Context: an optimization exercise on an open-source flow, tuned for small area, a short achievable clock period and few clock cycles. The choices shown serve that exercise and are no tape-out recipe.
The RTL was checked by simulation tests, not by an equivalence proof against the original design.
In every run shown here, the design's own scripts or RTL, not TritonCTS, make the clock network.
The clock port is modelled as an ideal driver, which makes a skipped or thinned clock tree look cheaper than it is; a real chip needs a root buffer or a tree.

==> design/flow/design.v <==
module HT_TOP(
    clk,
    rst_n,
    in_valid,
    in_weight,
    out_mode,
    out_valid,
    out_code
);
input clk, rst_n, in_valid, out_mode;
input [2:0] in_weight;
output out_valid, out_code;
integer i;
function lt5;
    input [4:0] a, b;
    integer n;
    reg r;
    begin
        r = 1'b0;
        for (n = 0; n < 5; n = n + 1)
            r = (~a[n] & b[n]) | ((~a[n] | b[n]) & r);
        lt5 = r;
    end
endfunction
function le3;
    input [2:0] a, b;
    integer n;
    reg r;
    begin
        r = 1'b1;
        for (n = 0; n < 3; n = n + 1)
            r = (~a[n] & b[n]) | ((~a[n] | b[n]) & r);
        le3 = r;
    end
endfunction
reg       iv_r;      
reg       mode;
reg [3:0] s;
reg [1:0] ph;        
reg       rf;
reg       ov_r, oc_r;
reg [2:0] w1, w2, w3;
reg [3:0] w4, w5, w6;
reg [4:0] w7;
wire [4:0] w [1:7];
assign w[1] = {2'b0, w1};
assign w[2] = {2'b0, w2};
assign w[3] = {2'b0, w3};
assign w[4] = {1'b0, w4};
assign w[5] = {1'b0, w5};
assign w[6] = {1'b0, w6};
assign w[7] = w7;
reg [2:0] pos [0:4];
reg [5:0] c   [0:4];
wire in_ph  = ~s[3] & iv_r;
wire mg_ph  = s[3] & ~(s[2] & s[0]) & ~(s[2] & s[1]);
wire out_ph = (s == 4'd13);
wire upd    = in_ph | mg_ph;
wire last_m = (s == 4'd12);
wire [2:0] k = s[2:0];
reg [7:0] force_lo;
always @(*) begin
    case (s)
        4'd1:  force_lo = 8'b0111_1111;
        4'd2:  force_lo = 8'b0011_1111;
        4'd3:  force_lo = 8'b0001_1111;
        4'd4:  force_lo = 8'b0000_1111;
        4'd5:  force_lo = 8'b0000_0111;
        4'd6:  force_lo = 8'b0000_0011;
        4'd7:  force_lo = 8'b0000_0001;
        4'd8:  force_lo = 8'b0000_0011;
        4'd9:  force_lo = 8'b0000_0111;
        4'd10: force_lo = 8'b0000_1111;
        4'd11: force_lo = 8'b0001_1111;
        4'd12: force_lo = 8'b0011_1111;
        default: force_lo = 8'b1111_1111;
    endcase
end
reg  [4:0] xr;
wire [4:0] x = xr;
reg [8:0] lt;
always @(*) begin
    lt[0] = 1'b1;
    for (i = 1; i < 8; i = i + 1)
        lt[i] = force_lo[i] | lt5(w[i], x);
    lt[8] = 1'b0;
end
wire [2:0] p;
assign p[2] = lt[4];
assign p[1] = lt[6] | (lt[2] & ~lt[4]);
assign p[0] = lt[7] | (lt[5] & ~lt[6]) | (lt[3] & ~lt[4]) | (lt[1] & ~lt[2]);
reg [4:0] wm, wm1;
reg       ltm1;
always @(*) begin
    case (s)
        4'd8:  begin wm = w[2]; wm1 = w[3]; ltm1 = lt[3]; end
        4'd9:  begin wm = w[3]; wm1 = w[4]; ltm1 = lt[4]; end
        4'd10: begin wm = w[4]; wm1 = w[5]; ltm1 = lt[5]; end
        4'd11: begin wm = w[5]; wm1 = w[6]; ltm1 = lt[6]; end
        4'd12: begin wm = w[6]; wm1 = w[7]; ltm1 = lt[7]; end
        default: begin wm = w[1]; wm1 = w[2]; ltm1 = lt[2]; end
    endcase
end
wire [4:0] xr_nxt = wm + (ltm1 ? wm1 : x);
wire [4:0] r_last = lt[7] ? x : w[7];
wire [4:0] p_last = w[6] + (lt[7] ? w[7] : x);
wire       rf_nxt = ~lt5(r_last, p_last);
wire [4:0] newc;
assign newc[0] = in_ph & (k == 3'd4);
assign newc[1] = in_ph & (k == (mode ? 3'd2 : 3'd5));
assign newc[2] = in_ph & (k == (mode ? 3'd5 : 3'd6));
assign newc[3] = in_ph & (k == (mode ? 3'd0 : 3'd7));
assign newc[4] = in_ph & (k == (mode ? 3'd1 : 3'd3));
reg [2:0] k1;
always @(*) begin
    case (k)
        3'd0: k1 = 3'd1;
        3'd1: k1 = 3'd2;
        3'd2: k1 = 3'd3;
        3'd3: k1 = 3'd4;
        3'd4: k1 = 3'd5;
        default: k1 = 3'd6;
    endcase
end
reg [2:0] pdec [0:4];
reg [2:0] npos [0:4];
reg       rem  [0:4];
reg       bit0 [0:4];
always @(*) begin
    for (i = 0; i < 5; i = i + 1) begin
        case (pos[i])
            3'd0: pdec[i] = 3'd7;
            3'd1: pdec[i] = 3'd0;
            3'd2: pdec[i] = 3'd1;
            3'd3: pdec[i] = 3'd2;
            3'd4: pdec[i] = 3'd3;
            3'd5: pdec[i] = 3'd4;
            3'd6: pdec[i] = 3'd5;
            default: pdec[i] = 3'd6;
        endcase
        rem[i]  = mg_ph & le3(pos[i], k1);     
        bit0[i] = ~(pos[i][0] ^ k[0]);         
        if (newc[i] | rem[i]) npos[i] = p;
        else if (le3(pos[i], p)) npos[i] = pdec[i];
        else npos[i] = pos[i];
    end
end
wire has_m5   = ~(pos[0][1] & pos[0][0]);
wire c0_empty = (c[0] == 6'd1);
wire cur_done = (ph == 2'd0) ? (~has_m5 & c0_empty) :
                (ph == 2'd1) ? c0_empty : (c[0][5:1] == 5'd1);
wire rot      = out_ph & cur_done;
reg [5:0] cn [0:4];
reg       shr0, hold;
always @(*) begin
    shr0 = out_ph & (ph == 2'd2) & ~cur_done;
    for (i = 0; i < 5; i = i + 1) begin
        hold = ~in_ph & ~rem[i] & ~rot & ~(i == 0 && shr0);
        cn[i] = ({5'd0, in_ph})
              | ({6{rem[i]}} & {c[i][4:0], bit0[i]})
              | ({6{rot & (i < 4)}} & c[(i < 4) ? i + 1 : 4])
              | ({6{(i == 0) & shr0}} & {1'b0, c[i][5:1]})
              | ({6{hold}} & c[i]);
    end
end
always @(posedge clk or negedge rst_n) begin
    if (!rst_n) begin
        iv_r <= 1'b0;
        s    <= 4'd0;
        ov_r <= 1'b0;
        oc_r <= 1'b0;
    end else begin
        iv_r <= in_valid;
        if (upd) s <= s + 4'd1;
        ov_r <= 1'b0;
        oc_r <= 1'b0;
        if (last_m) begin
            ov_r <= 1'b1;
            oc_r <= rf_nxt ^ (npos[0] == 3'd7);
        end else if (out_ph) begin
            if (cur_done) begin
                if (c[1] == 6'd0)
                    s <= 4'd0;
                else begin
                    ov_r <= 1'b1;
                    oc_r <= rf ^ (pos[1][1] & pos[1][0]);
                end
            end else begin
                ov_r <= 1'b1;
                case (ph)
                    2'd0: oc_r <= has_m5 ? ~pos[0][1] : c[0][0];
                    2'd1: oc_r <= c[0][0];
                    default: oc_r <= c[0][1];
                endcase
            end
        end
    end
end
always @(posedge clk) begin
    if (in_valid & ~iv_r) mode <= out_mode;
    xr <= in_valid ? {2'b0, in_weight} : xr_nxt;
    if (last_m) rf <= rf_nxt;
    if (last_m | rot) ph <= 2'd0;
    else if (out_ph) ph <= (ph == 2'd0 && has_m5) ? 2'd1 : 2'd2;
    w1 <= lt[2] ? w[2][2:0] : (lt[1] ? x[2:0] : w1);
    w2 <= lt[3] ? w[3][2:0] : (lt[2] ? x[2:0] : w2);
    w3 <= lt[4] ? w[4][2:0] : (lt[3] ? x[2:0] : w3);
    w4 <= lt[5] ? w[5][3:0] : (lt[4] ? x[3:0] : w4);
    w5 <= lt[6] ? w[6][3:0] : (lt[5] ? x[3:0] : w5);
    w6 <= lt[7] ? w[7][3:0] : (lt[6] ? x[3:0] : w6);
    w7 <= lt[7] ? x : w7;
    for (i = 0; i < 5; i = i + 1) begin
        if (upd) pos[i] <= npos[i];
        else if (rot && i < 4) pos[i][1:0] <= pos[i + 1][1:0];
        c[i] <= cn[i];
    end
end
assign out_valid = ov_r;
assign out_code  = oc_r;
endmodule
==> design/flow/flow/run.sh <==
#!/bin/bash
# The standard layout (the standard.sh, unchanged synthesis), with a
# faster buffer on the ports than the one buffer_ports picks by default,
# and a single-level clock tree in place of TritonCTS's two levels
# (flow/cts_post.tcl, run at the end of the CTS step).
set -euo pipefail
export BUFFER_PORTS_ARGS="-buffer_cell sky130_fd_sc_hd__buf_4"
export POST_CTS_TCL="$(pwd)/flow/cts_post.tcl"
bash standard.sh > standard_flow.log 2>&1
==> design/flow/flow/cts_post.tcl <==
# Runs at the end of ORFS's CTS step (POST_CTS_TCL hook).
# Replaces the two-level tree TritonCTS built with a single level: the clock
# port drives four clkbuf_16 buffers, each driving the flip-flops of one
# quadrant of the placed flip-flops, so every flip-flop sees one buffer delay.
set block [ord::get_db_block]
set db [ord::get_db]
set master [$db findMaster sky130_fd_sc_hd__clkbuf_16]
set port_net [$block findNet clk]

# clock sinks: the CLK pins of all flip-flops
set sinks {}
foreach inst [$block getInsts] {
  set mname [[$inst getMaster] getName]
  if {![string match "sky130_fd_sc_hd__*df*" $mname]} { continue }
  set it [$inst findITerm CLK]
  if {$it eq "NULL" || $it eq ""} { continue }
  set bb [$inst getBBox]
  lappend sinks [list $it [expr {([$bb xMin] + [$bb xMax]) / 2}] [expr {([$bb yMin] + [$bb yMax]) / 2}]]
}
puts "manual cts: [llength $sinks] sinks"

# remove TritonCTS's buffers and their nets
set old_nets {}
foreach inst [$block getInsts] {
  if {[string match "clkbuf_*" [$inst getName]] || [string match "clkload*" [$inst getName]]} {
    set out [$inst findITerm X]
    if {$out ne "NULL" && $out ne ""} {
      set n [$out getNet]
      if {$n ne "NULL" && $n ne ""} { lappend old_nets $n }
    }
    puts "manual cts: removing [$inst getName] ([[$inst getMaster] getName])"
    odb::dbInst_destroy $inst
  }
}
foreach s $sinks { [lindex $s 0] disconnect }
foreach n [lsort -unique $old_nets] {
  if {[$n getName] ne "clk"} { odb::dbNet_destroy $n }
}

# split the sinks into quadrants: halves by x, then each half by y
set sorted [lsort -integer -index 1 $sinks]
set half [expr {[llength $sorted] / 2}]
set groups {}
foreach part [list [lrange $sorted 0 [expr {$half - 1}]] [lrange $sorted $half end]] {
  set ys [lsort -integer -index 2 $part]
  set h2 [expr {[llength $ys] / 2}]
  lappend groups [lrange $ys 0 [expr {$h2 - 1}]] [lrange $ys $h2 end]
}
set g 0
foreach grp $groups {
  if {[llength $grp] == 0} { continue }
  set sx 0; set sy 0
  foreach s $grp { incr sx [lindex $s 1]; incr sy [lindex $s 2] }
  set cx [expr {$sx / [llength $grp]}]
  set cy [expr {$sy / [llength $grp]}]
  set inst [odb::dbInst_create $block $master "clkbuf_manual_$g"]
  $inst setLocation $cx $cy
  $inst setPlacementStatus PLACED
  set net [odb::dbNet_create $block "clknet_manual_$g"]
  $net setSigType CLOCK
  [$inst findITerm A] connect $port_net
  [$inst findITerm X] connect $net
  foreach s $grp { [lindex $s 0] connect $net }
  puts "manual cts: buffer $g at ($cx, $cy) drives [llength $grp] sinks"
  incr g
}
$port_net setSigType CLOCK

detailed_placement
check_placement -verbose
estimate_parasitics -placement
report_clock_skew
repair_timing -hold -verbose
detailed_placement
check_placement -verbose
report_checks -path_delay max -to [all_outputs]
==> design/flow/standard.sh <==
#!/bin/bash
# synth_recipe.tcl (not shown) runs the flow's synth.tcl, then flattens the netlist and writes it again
# the make line also repeats each setting of config.mk as NAME=value (left out here)
make -C /OpenROAD-flow-scripts/flow DESIGN_CONFIG=/design/flow/config.mk WORK_HOME=/design/flow/orfs CLKGATE_MAP_FILE= SYNTH_SCRIPT=/design/flow/synth_recipe.tcl "${@:-finish}"
==> design/flow/config.mk <==
export PLATFORM = sky130hd
export DESIGN_NAME = HT_TOP
export DESIGN_NICKNAME = HT_TOP
export VERILOG_FILES = /design/flow/design.v
export SDC_FILE = /design/flow/constraint.sdc
export NUM_CORES = 4
export LEC_CHECK = 0
export ABC_AREA = 1
export CAP_MARGIN = 20
export CELL_PAD_IN_SITES_DETAIL_PLACEMENT = 1
export CELL_PAD_IN_SITES_GLOBAL_PLACEMENT = 1
export CORE_MARGIN = 2
export CORE_UTILIZATION = 45
export PLACE_DENSITY = 0.65
export SLEW_MARGIN = 20
==> design/flow/constraint.sdc <==
create_clock -name core_clock -period 20.0 [get_ports {clk}]
set_input_delay 4.0000 -clock core_clock [delete_from_list [all_inputs] [get_ports {clk}]]
set_output_delay 4.0000 -clock core_clock [all_outputs]
set_load 0.01 [all_outputs]
==> summary.txt, run 1 <==
Outcome
  – Status: complete, no violations

Timing
  – Crit share post-route: 23.28%
  – Final setup fails: 0
  – Count of final max-slew check failures: 0
  – Total Neg Setup Slack: 0 ps
  – Fin. Hold Viols: 0
  – Worst clock skew: 17.04 ps
  – Slew margin rel.: about a third
  – Post-route minimum period: 4656 ps
  – Hold_ws: 484.8 ps
  – Worst Tran Pin Value: between 1000 and 1500 ps
  – Fmax achieved: 0.2148 GHz
  – RSZ-0062 raised after global routing: no

Placed design
  – Placed instance count: 953
  – Post-detail-place hpwl: 13.49 mm
  – Gpl congestion: 0.8944
  – Port Buffer Count: 8
  – Area after DPL: 5921 sq um

Routing
  – Vias: approximately 5400
  – Residual DRC: 0
  – DRT Pass-1 Iters: 5
  – DR vias/cell: 5.623
  – Initial drt markers: ~240
  – Detailed Route WL: between 15 and 20 mm
  – Routed len/inst: 18.33 um
  – DRT antenna net count: 0

Worst setup path
  – CP Data Required Time: 16000 ps
  – Cell Chain, Critical Path: buf_4
  – Crit Path Category: reg -> out
  – CP delay by family, top: flip-flops
  – Slowest-stage cell, CP: dfrtp_1
  – R2R cell count: 24
  – RR Startpoint: s[0]$_DFF_PN0_
  – Crit path largest cell delay: 370 ps
  – Flop-to-flop setup slack: 15640 ps
  – CP arrival: 660 ps
  – Worst-path fanout max: 1
  – R2r endpoint: oc_r$_DFF_PN0_
  – CP startpoint kind: flip-flop
  – Crit. End Element: output port
  – WP buf/inv: 1

GRT
  – Largest net degree at the start of global routing: 23
  – Vias in the first global route: roughly 5600
  – Grt ovf: 0
  – All-Layer GR Usage: a little over a quarter
  – Initial antenna violation count: 0
  – First-pass GRT wire length: 28.51 mm

Floorplan
  – Die ar.: 13690 sq um
  – Core Area: 12570 sq um
  – Ports: 9
  – Starting Density: 45.73%
  – Die Y: 117.0 um
  – Row count: slightly above 40
  – Die X: around 120 um

Synthesis
  – Post-synth EDFFs: 38
  – Syn Nets: between 800 and 900
  – Yosys reg bits: between 80 and 90
  – Netlist cell types: slightly above 50
  – Top FF cell, synth: dfxtp_1
  – Total number of yosys warnings: 8
  – Mapped Avg Cell Area: 7.285 sq um
  – Mapped cell area: 5748 sq um
  – FFs w/ async S/R, synth: 8.046%
  – Register area share after synthesis: 37.53%
  – Mapped Cells: 789

Min path
  – Hold Path Class: reg -> reg
  – Hold Path Sink: c[2][3]$_DFF_P_
  – Hold Crit Start: c[2][3]$_DFF_P_
  – Hold Path Depth: 2

Cells and area
  – # nets final: 812
  – Share of layout cells above drive strength 1: 8.662%
  – Finished Layout Cells: 957
  – Layout overhead on the synthesized area: 4.745%
  – Cell area after layout: 6021 sq um
  – ANT cells: 0

Clock tree
  – Clk latency of the worst-skew pair: roughly 160 ps
  – Num Clock Sinks: 87
  – Clk slew on worst S/H paths: 90 ps

Run
  – Max_cap viols: 0
==> cells by family after synthesis <==
kind of cell             Yosys count  synth area share [%]
flip-flops                        87                 37.53
XOR/XNOR                          12                 1.828
adder cells (fa/ha/maj)           18                 4.179
buffers and inverters            150                 10.73
AND/OR/NAND/NOR                  332                 24.21
AO/OA/AOI/OAI                    190                 21.53
==> registers in the layout (all words and copies together) (netlist names) <==
signal / flops
w6: 4
w4: 4
mode: 1
w3: 3
xr: 5
w5: 4
w7: 5
s: 4
ph: 2
oc_r: 1
c: 30
rf: 1
ov_r: 1
w2: 3
iv_r: 1
w1: 3
pos: 15
==> final cells by class <==
type / count / area, sq um
buffer: 4 / 100.1
fill: 1634 / 6548
inverter: 133 / 506.7
multi-input combinational: 552 / 2974
sequential: 87 / 2157
tap: 172 / 215.2
timing repair buffer: 9 / 67.56
==> worst max path at each step <==
stage              startpoint        endpoint  cells past startpoint  slack [ps]
2_1_floorplan        in_valid  mode$_DFFE_PP_                      2       15560
3_3_place_gp         in_valid  mode$_DFFE_PP_                      3       15390
3_5_place_dp         in_valid  mode$_DFFE_PP_                      3       15370
5_1_grt        ov_r$_DFF_PN0_       out_valid                      1       15320
6_report       ov_r$_DFF_PN0_       out_valid                      1       15340
==> metrics by stage <==
stage / util (%) / setup slack [ps]
global route: 47.90 / 15320
finish: 47.90 / 15340
detailed placement: 47.11 / 15370
global placement: 47.11 / 15390
floorplan: - / 15560
==> synthesized netlist by cell type (5+ instances only) <==
library cell  number  area [sq um]
o21ai_0           54         270.3
edfxtp_1          38          1141
nor2_1            49         183.9
o211ai_1          17         127.6
buf_4              6         45.04
o221ai_1           9         78.83
inv_2             17         63.81
a31oi_1            5         31.28
inv_1            110         412.9
xor2_1            10         87.58
o22ai_1           31         193.9
nand2_2           12         75.07
a221oi_1           5         43.79
o21ai_1           17         85.08
nand3_1           31         155.2
nand2_1          216         810.8
clkbuf_1           7         26.28
nor3_1             5         25.02
dfxtp_1           42         840.8
dfrtp_1            7         175.2
ha_1              16         200.2
a21oi_1           20         100.1
==> cells in the final DEF (no fill, tap or decap), drive strengths merged <==
cell type  count
a211oi         2
a21oi         24
a221oi         5
a22oi          4
a311oi         1
a31oi          8
a41oi          1
buf            9
clkbuf         4
clkinv         3
dfrtp          7
dfxtp         42
edfxtp        38
fa             2
ha            16
inv          130
nand2        230
nand3         34
nand3b         1
nand4          3
nor2          53
nor3           5
nor4           3
o2111ai        5
o211ai        18
o21a           1
o21ai         75
o221ai        10
o22ai         31
o311ai         4
o41ai          1
or2            3
xnor2          2
xor2          10
==> routing by layer <==
metal  up-vias  GRT usage (%)  share of wire [%]
met5         -              0                  0
met4         0          8.784                3.0
met3        37          3.759                2.3
met2        74          50.10                 52
met1      2627          31.25                 42
li1       2643              -                  -
Testbench counts, summed over its fixed seeds: cycles 37,738.
==> run 2: changes to the inputs <==
==> design/flow/flow/run.sh (replaced) <==
#!/bin/bash
# The standard layout (the standard.sh, unchanged synthesis) with three
# changes made through ORFS's hooks and variables:
#  - every combinational gate starts at its smallest drive after floorplan
#    (flow/downsize.tcl);
#  - a faster buffer on the ports than the one buffer_ports picks by default;
#  - a single-level clock tree in place of TritonCTS's two levels
#    (flow/cts_post.tcl, run at the end of the CTS step).
set -euo pipefail
export BUFFER_PORTS_ARGS="-buffer_cell sky130_fd_sc_hd__buf_4"
export POST_FLOORPLAN_TCL="$(pwd)/flow/downsize.tcl"
export POST_CTS_TCL="$(pwd)/flow/cts_post.tcl"
bash standard.sh > standard_flow.log 2>&1
==> design/flow/flow/downsize.tcl (new file) <==
set db [ord::get_db]
set block [ord::get_db_block]
set n 0
foreach inst [$block getInsts] {
  set m [[$inst getMaster] getName]
  if {![regexp {^(sky130_fd_sc_hd__[a-z0-9]+)_([0-9]+)$} $m -> base drv]} { continue }
  if {[string match "*df*" $base] || [string match "*conb*" $base] || [string match "*tap*" $base]} { continue }
  foreach d {0 1 2} {
    if {$d >= $drv} { break }
    set small [$db findMaster ${base}_$d]
    if {$small ne "NULL" && $small ne ""} {
      $inst swapMaster $small
      incr n
      break
    }
  }
}
puts "downsize: $n gates set to their smallest drive"
==> design/flow/config.mk (replaced) <==
export PLATFORM = sky130hd
export DESIGN_NAME = HT_TOP
export DESIGN_NICKNAME = HT_TOP
export VERILOG_FILES = /design/flow/design.v
export SDC_FILE = /design/flow/constraint.sdc
export NUM_CORES = 4
export LEC_CHECK = 0
export ABC_AREA = 1
export CAP_MARGIN = 20
export CELL_PAD_IN_SITES_DETAIL_PLACEMENT = 2
export CELL_PAD_IN_SITES_GLOBAL_PLACEMENT = 2
export CORE_MARGIN = 2
export CORE_UTILIZATION = 35
export PLACE_DENSITY = 0.5
export SLEW_MARGIN = 20
==> run 2 against run 1 <==
Net effect: final cell count increased by 4.9%; global-route usage decreased by 3.8 points; routed wire length up 11%; utilization decreased by 11 points; hold slack got worse by 6.3 ps; first-iteration DRC count increased by 5.8%; still clean; flip-flop and latch count did not move.
==> summary.txt, run 2 <==
Outcome
  – Status: complete, no violations

Synthesis
  – Post-synth EDFFs: 38
  – Largest cells by area after synthesis: edfxtp_1, dfxtp_1, nand2_1
  – Top-count cell post-synth: nand2_1
  – Mapped Avg Cell Area: 7.285 sq um
  – Top cells by instance count after synthesis: nand2_1, inv_1, o21ai_0
  – Total number of yosys warnings: 8
  – Register area share after synthesis: 37.53%
  – Top FF cell, synth: dfxtp_1
  – Area leader, netlist: edfxtp_1
  – Syn Nets: 814
  – Netlist cell types: 51
  – Yosys reg bits: 87
  – Top cell type's share of synthesized area: 19.85%
  – Mapped cell area: 5748 sq um
  – FFs w/ async S/R, synth: ~8%
  – Mapped Cells: 789

Routing
  – DRT antenna net count: 0
  – Detailed Route WL: 19.47 mm
  – DRT Pass-1 Iters: 5
  – Residual DRC: 0
  – Routed len/inst: 19.40 um
  – DR vias/cell: 5.361
  – Initial drt markers: 255
  – Vias: 5382

Placed design
  – Post-detail-place hpwl: 15.60 mm
  – Port Buffer Count: 8
  – Gpl congestion: 0.8040

Timing
  – Count of final max-slew check failures: 0
  – Crit share post-route: 23.40%
  – Worst clock skew: 12.61 ps
  – Final setup fails: 0
  – Worst Tran Pin Value: 712.1 ps
  – Post-route minimum period: 4679 ps
  – Total Neg Setup Slack: 0 ps
  – Fin. Hold Viols: 0
  – Slew margin rel.: 52.16%
  – RSZ-0062 raised after global routing: no
  – Hold_ws: 478.6 ps
  – Fmax achieved: 0.2137 GHz

Worst setup path
  – CP Data Required Time: 16000 ps
  – CP arrival: 680 ps
  – Worst-path fanout max: 1
  – CP startpoint kind: flip-flop
  – R2R cell count: 24
  – CP delay by family, top: flip-flops
  – Flop-to-flop setup slack: 15440 ps
  – Cell Chain, Critical Path: buf_4
  – Crit Path Category: reg -> out
  – Crit path largest cell delay: 380 ps
  – R2r endpoint: oc_r$_DFF_PN0_
  – Slowest-stage cell, CP: dfrtp_1
  – RR Startpoint: s[0]$_DFF_PN0_
  – Crit. End Element: output port
  – WP buf/inv: 1

Clock tree
  – Clk slew on worst S/H paths: approximately 90 ps
  – Num Clock Sinks: 87
  – Clk latency of the worst-skew pair: about 160 ps

Cells and area
  – # nets final: approximately 820
  – Most common cell after layout, fill and taps aside: nand2_1
  – FILL cells: 1958
  – ANT cells: 0
  – Share of layout cells above drive strength 1: roughly 2.0%
  – FF+latch area: 2157 sq um
  – Multi-input logic area: 2830 sq um
  – Largest register FFs: 30
  – Layout overhead on the synthesized area: 3.461%
  – Biggest register: c
  – Commonest cells after routing, fill and taps aside: nand2_1, inv_1, o21ai_0, nor2_1, dfxtp_1
  – Top flop regs: c (30), pos (15)

Min path
  – Hold Path Class: reg -> reg
  – Hold Path Sink: c[3][2]$_DFF_P_
  – Hold Path Depth: 2
  – Hold Crit Start: c[3][2]$_DFF_P_

Floorplan
  – Row count: 46
  – Starting Density: 36.05%
  – Ports: 9
  – Core Area: 15940 sq um
  – Die Y: 132.2 um
  – Die ar.: 17460 sq um
  – Die X: 132.2 um

GRT
  – Initial antenna violation count: 0
  – Grt ovf: 0
  – All-Layer GR Usage: 22.96%
  – Vias in the first global route: about 6000
  – First-pass GRT wire length: 31.72 mm
  – Largest net degree at the start of global routing: 23

Run
  – Max_cap viols: 0
## run 2: cell families (layout without fill, tap and decap cells)
logic type,Yosys count,after routing,synth area share [%]
simple gates,332,332,24.21
buf+inv,150,149,10.73
fa+ha+maj,18,18,4.179
compound gates,190,190,21.53
xor+xnor,12,12,1.828
flops,87,87,37.53
## run 2: per-stage QoR
| step | std cells | utilization, % | area (sq um) | setup WS [ps] |
|---|---|---|---|---|
| 3_3_place_gp | 1000 | 36.67 | 5847 | 15390 |
| 6_report | 1004 | 37.30 | 5947 | 15320 |
| 3_5_place_dp | 1000 | 36.67 | 5847 | 15340 |
| 2_1_floorplan | 789 | - | 5748 | 15560 |
| 5_1_grt | 1004 | 37.30 | 5947 | 14860 |
## run 2: how the worst max path moves through the flow
stage,start,endpoint,slack [ps],cells after the start
floorplan,in_valid,mode$_DFFE_PP_,15560,2
global placement,in_valid,mode$_DFFE_PP_,15390,3
detailed placement,s[0]$_DFF_PN0_,oc_r$_DFF_PN0_,15340,24
global route,s[0]$_DFF_PN0_,oc_r$_DFF_PN0_,14860,24
finish,ov_r$_DFF_PN0_,out_valid,15320,1
## run 2: final cells by class
class	instances	area share [%]
Multi-Input combinational cell	552	47.59
Buffer	4	1.683
Tap cell	216	4.544
Inverter	133	8.395
Timing Repair Buffer	12	1.515
Sequential cell	87	36.27
## run 2: layer usage
metal	track usage [%]	part of all wire, %
met3	1.961	1.9
met2	44.42	54
met1	26.05	41
met4	8.333	2.9
met5	0	0
==> run 3: changes to the inputs <==
==> design/flow/flow/run.sh (replaced) <==
#!/bin/bash
# The standard layout (the standard.sh, unchanged synthesis) with three
# changes made through ORFS's hooks and variables:
#  - after placement each combinational gate goes to its smallest drive
#    that keeps the worst setup slack (flow/downsize.tcl);
#  - a faster buffer on the ports than the one buffer_ports picks by default;
#  - a single-level clock tree in place of TritonCTS's two levels
#    (flow/cts_post.tcl, run at the end of the CTS step).
set -euo pipefail
export BUFFER_PORTS_ARGS="-buffer_cell sky130_fd_sc_hd__buf_4"
export POST_RESIZE_TCL="$(pwd)/flow/downsize.tcl"
export POST_CTS_TCL="$(pwd)/flow/cts_post.tcl"
bash standard.sh > standard_flow.log 2>&1
==> design/flow/flow/downsize.tcl (replaced) <==
# Runs at the end of ORFS's resize step (POST_RESIZE_TCL hook), after global
# placement and repair_design.
# Synthesis maps for speed against a delay target far below what the design
# needs, so many gates come out in stronger drives than the clock period
# calls for.  Move each combinational gate to its smallest drive that does
# not make the design's worst setup slack worse than it is now (or than
# 15.45 ns, which leaves room for the clock tree's delay and the routed
# parasitics that come later).
estimate_parasitics -placement
set db [ord::get_db]
set block [ord::get_db_block]
set ws0 [sta::worst_slack -max]
set target [expr {min($ws0, 15.45)}]
puts "downsize: worst slack $ws0, keeping it at or above $target"
set n 0
set kept 0
foreach inst [$block getInsts] {
  set m [[$inst getMaster] getName]
  if {![regexp {^(sky130_fd_sc_hd__[a-z0-9]+)_([0-9]+)$} $m -> base drv]} { continue }
  if {[string match "*df*" $base] || [string match "*conb*" $base] || [string match "*tap*" $base]} { continue }
  set iname [$inst getName]
  if {[string match "input*" $iname] || [string match "output*" $iname]} { continue }
  foreach d {0 1 2 4} {
    if {$d >= $drv} { break }
    set small [$db findMaster ${base}_$d]
    if {$small eq "NULL" || $small eq ""} { continue }
    replace_cell [get_cells $iname] ${base}_$d
    if {[sta::worst_slack -max] >= $target} {
      incr n
      break
    }
    replace_cell [get_cells $iname] $m
    incr kept
  }
}
puts "downsize: $n gates made smaller, $kept tries undone; worst slack now [sta::worst_slack -max]"
==> run 3 against run 2 <==
Net effect: still clean; critical path depth rose by 23; via count rose by 1.1%; critical endpoint is now oc_r$_DFF_PN0_.
==> summary.txt, run 3 <==
Placed design
  – Placed instance count: ~1000
  – Post-detail-place hpwl: 15.54 mm
  – Area after DPL: 5827 sq um
  – Setup WS pre-CTS: 15050 ps
  – Gpl congestion: between 0.7 and 0.8
  – Port Buffer Count: 8

Routing
  – Residual DRC: 0
  – Vias: 5441
  – DRT Pass-1 Iters: 4
  – DRT antenna net count: 0
  – Detailed Route WL: between 15 and 20 mm
  – Met2 WL: between 10 and 15 mm
  – Top sig layer: met4
  – DRT met1 WL: 8.383 mm
  – Met3 Wirelength: 258 um
  – Initial drt markers: 171
  – DR vias/cell: 5.430
  – Routed len/inst: 19.77 um

Timing
  – Fmax achieved: 0.2058 GHz
  – Fin. Hold Viols: 0
  – Crit share post-route: 24.29%
  – Slew margin rel.: 37.54%
  – Count of final max-slew check failures: 0
  – Worst Tran Pin Value: 928.4 ps
  – Worst clock skew: 17.42 ps
  – Total Neg Setup Slack: 0 ps
  – Final setup fails: 0
  – RSZ-0062 raised after global routing: no
  – Fin worst setup slack: around 15000 ps
  – Post-route minimum period: 4858 ps

GRT
  – First-pass GRT wire length: 32.73 mm
  – Vias in the first global route: roughly 6000
  – Initial antenna violation count: 0
  – Largest net degree at the start of global routing: 23
  – All-Layer GR Usage: about a quarter
  – Grt ovf: 0

Clock tree
  – Clk latency of the worst-skew pair: 160 ps
  – Num Clock Sinks: 87
  – Clk slew on worst S/H paths: 90 ps

Synthesis
  – Mapped Cells: 789
  – Post-synth EDFFs: 38
  – Largest cells by area after synthesis: edfxtp_1, dfxtp_1, nand2_1
  – Register area share after synthesis: a little under two fifths
  – Top-count cell post-synth: nand2_1
  – Top cells by instance count after synthesis: nand2_1, inv_1, o21ai_0
  – Mapped Avg Cell Area: 7.285 sq um
  – Netlist cell types: 51
  – Yosys reg bits: 87
  – Mapped cell area: roughly 5700 sq um
  – Syn Nets: 814
  – Total number of yosys warnings: 8
  – Area leader, netlist: edfxtp_1
  – Top cell type's share of synthesized area: 19.85%
  – Top FF cell, synth: dfxtp_1
  – FFs w/ async S/R, synth: 8.046%

Worst setup path
  – Crit Path Category: reg -> reg
  – CP startpoint kind: flip-flop
  – Crit. End Element: flip-flop
  – CP Data Required Time: 20040 ps
  – Crit path largest cell delay: between 700 and 800 ps
  – Cell Chain, Critical Path: inv_1 > ha_1 > inv_1 > nand2_1 > o21ai_0 > inv_1 > nand2_1 > nand2_1 > nand2_2 > o21ai_0 > ha_1 > fa_1 > nand2_1 > nand2_1 > a21oi_1 > xor2_1 > inv_1 > nand2_1 > nand2_1 > inv_1 > a21oi_1 > nand4_1 > nand3_1 > nand2_1
  – CP most frequent cell: nand2_1
  – Flop-to-flop setup slack: 15140 ps
  – Slowest-stage cell, CP: dfrtp_1
  – CP delay by family, top: simple AND/OR/NAND/NOR gates
  – R2R cell count: 24
  – WP depth: 24
  – Worst-path fanout max: 19
  – CP arrival: 4900 ps
  – WP buf/inv: 5

Floorplan
  – Ports: 9
  – Core Area: 15940 sq um
  – Die Y: 132.2 um
  – Die X: 132.2 um
  – Starting Density: 36.05%
  – Row count: 46
  – Die ar.: 17460 sq um

Cells and area
  – Biggest register: c
  – Largest register FFs: 30
  – Most common cell after layout, fill and taps aside: nand2_1
  – Top flop regs: c (30), pos (15)
  – Layout Utilization: 37.18%
  – Finished Layout Cells: 1002
  – Layout overhead on the synthesized area: 3.113%
  – Commonest cells after routing, fill and taps aside: nand2_1, inv_1, o21ai_0, nor2_1, dfxtp_1
  – Cell area after layout: 5927 sq um
  – # nets final: just over 800
  – Share of layout cells above drive strength 1: 1.654%
  – ANT cells: 0

Min path
  – Hold Path Depth: 2
  – Hold Path Class: reg -> reg

Run
  – Max_cap viols: 0

Outcome
  – Status: complete, no violations
==> run 3: cell counts after synthesis <==
Identical to the previous run, type by type.
==> run 3: cell type report <==
| class | count | area [sq um] |
|---|---|---|
| buffer | 4 | 100.1 |
| fill | 1913 | 10020 |
| inverter | 133 | 499.2 |
| multi-input combinational | 552 | 2833 |
| sequential | 87 | 2157 |
| tap | 216 | 270.3 |
| timing repair buffer | 10 | 67.56 |
==> run 3: per-layer routing <==
metal  vias up  GRT usage, %
met5         -             0
met4         0         7.790
met3        23         2.038
met2        44         44.70
met1      2737         27.61
li1       2637             -
==> run 3: worst register-to-register path: stages (launching register included) <==
cell and delay [ps]:
dfrtp_1 720, inv_1 390, ha_1 370, inv_1 240
nand2_1 120, o21ai_0 90, inv_1 80, nand2_1 90
nand2_1 70, nand2_2 250, o21ai_0 190, ha_1 260
fa_1 440, nand2_1 90, nand2_1 60, a21oi_1 180
xor2_1 100, inv_1 90, nand2_1 50, nand2_1 60
inv_1 40, a21oi_1 400, nand4_1 170, nand3_1 130
nand2_1 70
==> run 3: path summary, 6_finish.rpt <==
| kind | from | end |
|---|---|---|
| min in group asynchronous | rst_n | iv_r$_DFF_PN0_ |
| hold reg to reg | c[3][1]$_DFF_P_ | c[3][1]$_DFF_P_ |
| setup reg to reg | s[0]$_DFF_PN0_ | oc_r$_DFF_PN0_ |
| max in group asynchronous | rst_n | s[2]$_DFF_PN0_ |
| setup / recovery | s[0]$_DFF_PN0_ | oc_r$_DFF_PN0_ |
| hold / removal | c[3][1]$_DFF_P_ | c[3][1]$_DFF_P_ |
==> run 3: kinds of logic after synthesis <==
logic type               count (synthesis)  share of synthesized area [%]
AO/OA/AOI/OAI                          190                          21.53
flip-flops                              87                          37.53
AND/OR/NAND/NOR                        332                          24.21
XOR/XNOR                                12                          1.828
buffers and inverters                  150                          10.73
adder cells (fa/ha/maj)                 18                          4.179
==> run 3: per-stage QoR <==
step	hold slack (ps)
finish	486.2
global route	524.0
detailed placement	459.1
global placement	449.5
floorplan	435.8
==> run 4: changes to the inputs <==
==> design/flow/flow/run.sh (replaced) <==
#!/bin/bash
# The standard layout (the standard.sh, unchanged synthesis) with two
# changes made through ORFS's hooks and variables:
#  - a faster buffer on the ports than the one buffer_ports picks by default;
#  - at the end of the CTS step (flow/cts_post.tcl): a single-level clock
#    tree in place of TritonCTS's two levels, then each combinational gate
#    moved to its smallest drive that keeps the setup slack.
set -euo pipefail
export BUFFER_PORTS_ARGS="-buffer_cell sky130_fd_sc_hd__buf_4"
export POST_CTS_TCL="$(pwd)/flow/cts_post.tcl"
bash standard.sh > standard_flow.log 2>&1
--- a/design/flow/flow/cts_post.tcl
+++ b/design/flow/flow/cts_post.tcl
@@ -66,6 +66,47 @@
 }
 $port_net setSigType CLOCK
 
+
+# Area recovery: synthesis maps for speed against a delay target far below
+# what the design needs, so many gates come out in stronger drives than the
+# clock period calls for.  Move each combinational gate to its smallest drive
+# that keeps every path at least 0.25 ns better than the present worst setup
+# slack (the output paths, which gate sizes do not change); the margin covers
+# the routed parasitics that come later.
+set_propagated_clock [all_clocks]
+estimate_parasitics -placement
+set ws0 [sta::worst_slack -max]
+set target [expr {$ws0 + 0.25}]
+puts "downsize: worst slack $ws0"
+set n 0
+set undone 0
+foreach inst [$block getInsts] {
+  set m [[$inst getMaster] getName]
+  if {![regexp {^(sky130_fd_sc_hd__[a-z0-9]+)_([0-9]+)$} $m -> base drv]} { continue }
+  if {[string match "*df*" $base] || [string match "*conb*" $base] || [string match "*tap*" $base] || [string match "*clkbuf*" $base]} { continue }
+  set iname [$inst getName]
+  if {[string match "input*" $iname] || [string match "output*" $iname]} { continue }
+  set pins [get_pins -of_objects [get_cells $iname] -filter "direction == output"]
+  foreach d {0 1 2 4} {
+    if {$d >= $drv} { break }
+    set small [$db findMaster ${base}_$d]
+    if {$small eq "NULL" || $small eq ""} { continue }
+    replace_cell [get_cells $iname] ${base}_$d
+    set ok 1
+    foreach p $pins {
+      set path [find_timing_paths -through $p -path_delay max]
+      if {[llength $path] && [get_property [lindex $path 0] slack] < $target} { set ok 0 }
+    }
+    if {$ok && [sta::worst_slack -max] >= $ws0 - 0.001} {
+      incr n
+      break
+    }
+    replace_cell [get_cells $iname] $m
+    incr undone
+  }
+}
+puts "downsize: $n gates made smaller, $undone tries undone; worst slack now [sta::worst_slack -max]"
+
 detailed_placement
 check_placement -verbose
 estimate_parasitics -placement
removed: design/flow/flow/downsize.tcl
==> run 4 against run 3 <==
Net effect: still clean; sequential share of layout area fell by 0.12 points; critical path depth fell by 5; routed wire length rose by 0.98%; synthesized area did not move; global-route usage rose by 0.11 points; synthesized cell count did not move; utilization rose by 0.13 points; clock skew rose by 1.4 ps; via count rose by 0.61%; highest routed layer unchanged.
==> summary.txt, run 4 <==
Cells and area
  – ANT cells: 0
  – Layout Utilization: between 30% and 40%
  – Commonest cells after routing, fill and taps aside: nand2_1, inv_1, o21ai_0, nor2_1, dfxtp_1
  – # nets final: 813
  – Layout overhead on the synthesized area: 3.461%
  – Biggest register: c
  – Share of layout cells above drive strength 1: 2.545%
  – Most common cell after layout, fill and taps aside: nand2_1
  – Cell area after layout: around 5900 sq um
  – Top flop regs: c (30), pos (15)
  – Largest register FFs: 30

Worst setup path
  – Crit Path Category: reg -> reg
  – CP Data Required Time: 20080 ps
  – Slowest-stage cell, CP: dfrtp_1
  – Crit path largest cell delay: 620 ps
  – CP startpoint: s[0]$_DFF_PN0_
  – Flop-to-flop setup slack: approximately 15000 ps
  – R2R cell count: 19
  – CP Capture Point: xr[4]$_SDFF_PP0_
  – R2r endpoint: xr[4]$_SDFF_PP0_
  – CP startpoint kind: flip-flop
  – Crit. End Element: flip-flop
  – Worst-path fanout max: 14
  – Cell Chain, Critical Path: ha_1 > inv_1 > ha_1 > o22ai_1 > nor2_1 > nand2_2 > inv_1 > o22ai_1 > nor2_1 > o221ai_1 > nor2_1 > a31oi_1 > ha_1 > fa_1 > nand2_1 > nand2_1 > a21oi_1 > o21ai_0 > a21oi_1
  – CP arrival: ~4800 ps
  – RR Startpoint: s[0]$_DFF_PN0_

Synthesis
  – Register area share after synthesis: 37.53%
  – Post-synth EDFFs: 38
  – Mapped cell area: 5748 sq um
  – Total number of yosys warnings: 8
  – Mapped Cells: approximately 790
  – Top cells by instance count after synthesis: nand2_1, inv_1, o21ai_0
  – Netlist cell types: 51
  – FFs w/ async S/R, synth: 8.046%
  – Mapped Avg Cell Area: 7.285 sq um
  – Largest cells by area after synthesis: edfxtp_1, dfxtp_1, nand2_1
  – Yosys reg bits: 87
  – Top-count cell post-synth: nand2_1
  – Top FF cell, synth: dfxtp_1
  – Syn Nets: 814
  – Area leader, netlist: edfxtp_1
  – Top cell type's share of synthesized area: approximately a fifth

Timing
  – Worst Tran Pin Value: 999.8 ps
  – Fmax achieved: 0.2113 GHz
  – Worst clock skew: 18.85 ps
  – Count of final max-slew check failures: 0
  – Fin. Hold Viols: 0
  – Fin worst setup slack: between 15000 and 20000 ps
  – Crit share post-route: 23.66%
  – Total Neg Setup Slack: 0 ps
  – RSZ-0062 raised after global routing: no
  – Final setup fails: 0
  – Post-route minimum period: 4733 ps
  – Slew margin rel.: 32.73%

Floorplan
  – Row count: 46
  – Core Area: 15940 sq um
  – Die X: about 130 um
  – Die Y: 132.2 um
  – Ports: 9
  – Die ar.: ~17000 sq um
  – Starting Density: 36.05%

Outcome
  – Status: complete, no violations

GRT
  – Grt ovf: 0
  – Initial antenna violation count: 0
  – Largest net degree at the start of global routing: 23
  – All-Layer GR Usage: about a quarter
  – Vias in the first global route: 5992
  – First-pass GRT wire length: 32.70 mm

Min path
  – Hold Path Depth: 2
  – Hold Path Class: reg -> reg
  – Hold Crit Start: c[3][2]$_DFF_P_

Clock tree
  – Clk latency of the worst-skew pair: 170 ps
  – Num Clock Sinks: 87
  – Clk slew on worst S/H paths: 90 ps

Placed design
  – Area after DPL: 5983 sq um
  – Gpl congestion: approximately 0.79
  – Port Buffer Count: 8
  – Post-detail-place hpwl: 15.68 mm
  – Setup WS pre-CTS: ~15000 ps

Routing
  – DR vias/cell: 5.463
  – Detailed Route WL: 20.00 mm
  – DRT antenna net count: 0
  – Routed len/inst: 19.96 um
  – Initial drt markers: 265
  – DRT Pass-1 Iters: 4
  – Vias: 5474
  – Residual DRC: 0

Run
  – Max_cap viols: 0
## run 4: cell counts after synthesis
Identical to the previous run, type by type.
## run 4: cells by family after synthesis
family	count (synthesis)	share of synthesized area (%)
AND/OR/NAND/NOR	332	24.21
AO/OA/AOI/OAI	190	21.53
buffers and inverters	150	10.73
flip-flops	87	37.53
adder cells (fa/ha/maj)	18	4.179
XOR/XNOR	12	1.828
## run 4: worst max-delay path, delay by kind of cell (launching register included)
family,cells,cell delay (ps)
compound gates,7,1110
fa+ha+maj,4,1190
buf+inv,2,680
flops,1,620
simple gates,6,1060
## run 4: stage by stage
| stage | hold slack (ps) | instances |
|---|---|---|
| 2_1_floorplan | 435.8 | 789 |
| 3_3_place_gp | 449.5 | 998 |
| 3_5_place_dp | 462.9 | 998 |
| 5_1_grt | 524.2 | 1002 |
| 6_report | 482.2 | 1002 |
## run 4: worst min path at each step
stage                                 end  slack, ps
after floorplan           c[2][2]$_DFF_P_        440
after global placement    c[3][2]$_DFF_P_        450
after detailed placement  c[3][5]$_DFF_P_        460
after global routing      c[3][3]$_DFF_P_        520
final                     c[3][2]$_DFF_P_        480
## run 4: area by class of cell
| class | instances | area (sq um) |
|---|---|---|
| Tap cell | 216 | 270.3 |
| Multi-Input combinational cell | 552 | 2853 |
| Timing Repair Buffer | 10 | 67.56 |
| Inverter | 133 | 499.2 |
| Buffer | 4 | 100.1 |
| Sequential cell | 87 | 2157 |
| Fill cell | 1970 | 9996 |
## run 4: metal layers
| layer | wire length (um) | track usage [%] | part of all wire (%) |
|---|---|---|---|
| met3 | 314 | 2.537 | 1.6 |
| met5 | 0 | 0 | 0 |
| met4 | 582 | 9.058 | 2.9 |
| met2 | 10680 | 44.44 | 53 |
| met1 | 8423 | 27.34 | 42 |
==> run 5: changes to the inputs <==
--- a/design/flow/flow/cts_post.tcl
+++ b/design/flow/flow/cts_post.tcl
@@ -70,13 +70,13 @@
 # Area recovery: synthesis maps for speed against a delay target far below
 # what the design needs, so many gates come out in stronger drives than the
 # clock period calls for.  Move each combinational gate to its smallest drive
-# that keeps every path at least 0.25 ns better than the present worst setup
+# that keeps every path at least 0.15 ns better than the present worst setup
 # slack (the output paths, which gate sizes do not change); the margin covers
 # the routed parasitics that come later.
 set_propagated_clock [all_clocks]
 estimate_parasitics -placement
 set ws0 [sta::worst_slack -max]
-set target [expr {$ws0 + 0.25}]
+set target [expr {$ws0 + 0.15}]
 puts "downsize: worst slack $ws0"
 set n 0
 set undone 0
@@ -92,6 +92,7 @@
     set small [$db findMaster ${base}_$d]
     if {$small eq "NULL" || $small eq ""} { continue }
     replace_cell [get_cells $iname] ${base}_$d
+    estimate_parasitics -placement
     set ok 1
     foreach p $pins {
       set path [find_timing_paths -through $p -path_delay max]
@@ -102,6 +103,7 @@
       break
     }
     replace_cell [get_cells $iname] $m
+    estimate_parasitics -placement
     incr undone
   }
 }
==> run 5 against run 4 <==
Net effect: still clean; clock skew about the same; flip-flop and latch count unchanged; sequential share of layout area down 0.061 points; worst setup slack better by 72 ps; critical path depth down 18; critical endpoint is now out_valid.
==> summary.txt, run 5 <==
Synthesis
  – Post-synth EDFFs: 38
  – Mapped Cells: approximately 790
  – Largest cells by area after synthesis: edfxtp_1, dfxtp_1, nand2_1
  – Syn Nets: 814
  – FFs w/ async S/R, synth: 8.046%
  – Top cell type's share of synthesized area: 19.85%
  – Yosys reg bits: slightly below 90
  – Top FF cell, synth: dfxtp_1
  – Mapped Avg Cell Area: 7.285 sq um
  – Top cells by instance count after synthesis: nand2_1, inv_1, o21ai_0
  – Netlist cell types: 51
  – Mapped cell area: 5748 sq um
  – Top-count cell post-synth: nand2_1
  – Area leader, netlist: edfxtp_1
  – Total number of yosys warnings: 8
  – Register area share after synthesis: 37.53%

GRT
  – Initial antenna violation count: 0
  – Vias in the first global route: 5995
  – All-Layer GR Usage: 23.62%
  – First-pass GRT wire length: 32.70 mm
  – Grt ovf: 0
  – Largest net degree at the start of global routing: 23

Outcome
  – Status: complete, no violations

Cells and area
  – Share of layout cells above drive strength 1: 2.926%
  – FILL cells: 1967
  – Commonest cells after routing, fill and taps aside: nand2_1, inv_1, o21ai_0, nor2_1, dfxtp_1
  – ANT cells: 0
  – Multi-input logic area: ~2900 sq um
  – Most common cell after layout, fill and taps aside: nand2_1
  – # nets final: 813
  – FF+latch area: 2157 sq um
  – Layout overhead on the synthesized area: 3.635%
  – Biggest register: c
  – Largest register FFs: 30
  – Layout Utilization: 37.36%
  – Top flop regs: c (30), pos (15)

Worst setup path
  – Slowest-stage cell, CP: dfrtp_1
  – CP Data Required Time: ~16000 ps
  – Crit Path Category: reg -> out
  – Crit path largest cell delay: approximately 370 ps
  – Cell Chain, Critical Path: buf_4
  – Worst-path fanout max: 1
  – CP delay by family, top: flip-flops
  – Crit. End Element: output port
  – WP buf/inv: 1
  – CP arrival: 660 ps
  – CP startpoint kind: flip-flop

Timing
  – Slew margin rel.: a little over a third
  – Final setup fails: 0
  – Total Neg Setup Slack: 0 ps
  – Worst Tran Pin Value: 963.1 ps
  – Fin. Hold Viols: 0
  – Fmax achieved: between 0.2 and 0.25 GHz
  – Worst clock skew: 18.92 ps
  – Post-route minimum period: 4661 ps
  – Count of final max-slew check failures: 0
  – Crit share post-route: 23.31%
  – RSZ-0062 raised after global routing: no

Floorplan
  – Row count: 46
  – Die ar.: 17460 sq um
  – Die Y: around 130 um
  – Starting Density: 36.05%
  – Die X: ~130 um
  – Ports: 9
  – Core Area: ~16000 sq um

Placed design
  – Post-detail-place hpwl: 15.68 mm
  – Gpl congestion: 0.7892
  – Port Buffer Count: 8

Routing
  – Initial drt markers: 204
  – Vias: 5469
  – Routed len/inst: 19.94 um
  – DRT Pass-1 Iters: 4
  – Residual DRC: 0
  – DRT antenna net count: 0
  – DR vias/cell: 5.458
  – Detailed Route WL: 19.98 mm

Clock tree
  – Clk slew on worst S/H paths: 90 ps
  – Clk latency of the worst-skew pair: approximately 170 ps
  – Num Clock Sinks: just under 90

Min path
  – Hold Path Class: reg -> reg

Run
  – Max_cap viols: 0
run 5: layout make-up:
class,instances,area share (%)
inverters,133,8.381
multi-input cells,552,48.06
plain buffers,4,1.680
repair buffers,10,1.134
flip-flops and latches,87,36.21
well taps,216,4.537
run 5: kinds of logic (layout without fill, tap and decap cells):
family | count (synthesis) | in the layout | synth area share (%)
simple gates | 332 | 332 | 24.21
fa+ha+maj | 18 | 18 | 4.179
compound gates | 190 | 190 | 21.53
buf+inv | 150 | 147 | 10.73
xor+xnor | 12 | 12 | 1.828
flops | 87 | 87 | 37.53
run 5: through the flow:
stage / setup slack (ps) / std cells / instance area, sq um / hold slack [ps]
floorplan: 15560 / 789 / 5748 / 435.8
global placement: 15390 / 998 / 5983 / 449.5
detailed placement: 15360 / 998 / 5983 / 462.9
global route: 15170 / 1002 / 5957 / 524.2
finish: 15340 / 1002 / 5957 / 482.2
run 5: worst paths after layout:
path,slack (ps),startpoint,cells after the start,endpoint
worst max-delay path,15340,ov_r$_DFF_PN0_,1,out_valid
worst min-delay path,480,c[3][2]$_DFF_P_,2,c[3][2]$_DFF_P_
worst max register to register,15510,s[0]$_DFF_PN0_,24,oc_r$_DFF_PN0_
worst min register to register,480,c[3][2]$_DFF_P_,2,c[3][2]$_DFF_P_
max in group asynchronous,16230,rst_n,1,s[2]$_DFF_PN0_
min in group asynchronous,3650,rst_n,1,iv_r$_DFF_PN0_
run 5: per-layer routing:
layer  vias to the layer above  global-route usage, %  routed length [um]
met5                         -                      0                   0
met4                         0                  9.058                 582
met3                        33                  2.537                 332
met2                        58                  44.44               10720
met1                      2730                  27.34                8340
li1                       2648                      -                   -

-- re-timing with driven ports --
How much do the figures lean on ideal ports? The routed layouts below were timed once more, with nothing changed but the port constraints.
Step 1, drivers: a clkbuf_16 drives clk and a buf_2 each remaining input, both assumed.
Step 2 adds t to the input delays and takes it off the output delays; t is the mean of the earliest and latest rising clock arrival at the registers after step 1. Input paths then give back, and output paths get back, about the clock's delay inside the block.
Three values: no drivers, after step 1, after step 2; two values: the first two.
run	t (ns)	setup WS [ns]	cell pins on the clock port's net
run 1	0.248	15.344 / 15.252 / 15.338	4
run 2	0.249	15.321 / 15.227 / 15.295	4
run 3	0.254	15.142 / 15.142 / 15.142	4
run 4	0.247	15.267 / 15.247 / 15.267	4
run 5	0.247	15.339 / 15.247 / 15.370	4
After both steps every run listed still meets setup and hold. The setup slack of run 2, which loses most, moves by -0.094 ns with the drivers and by -0.026 ns with both steps.
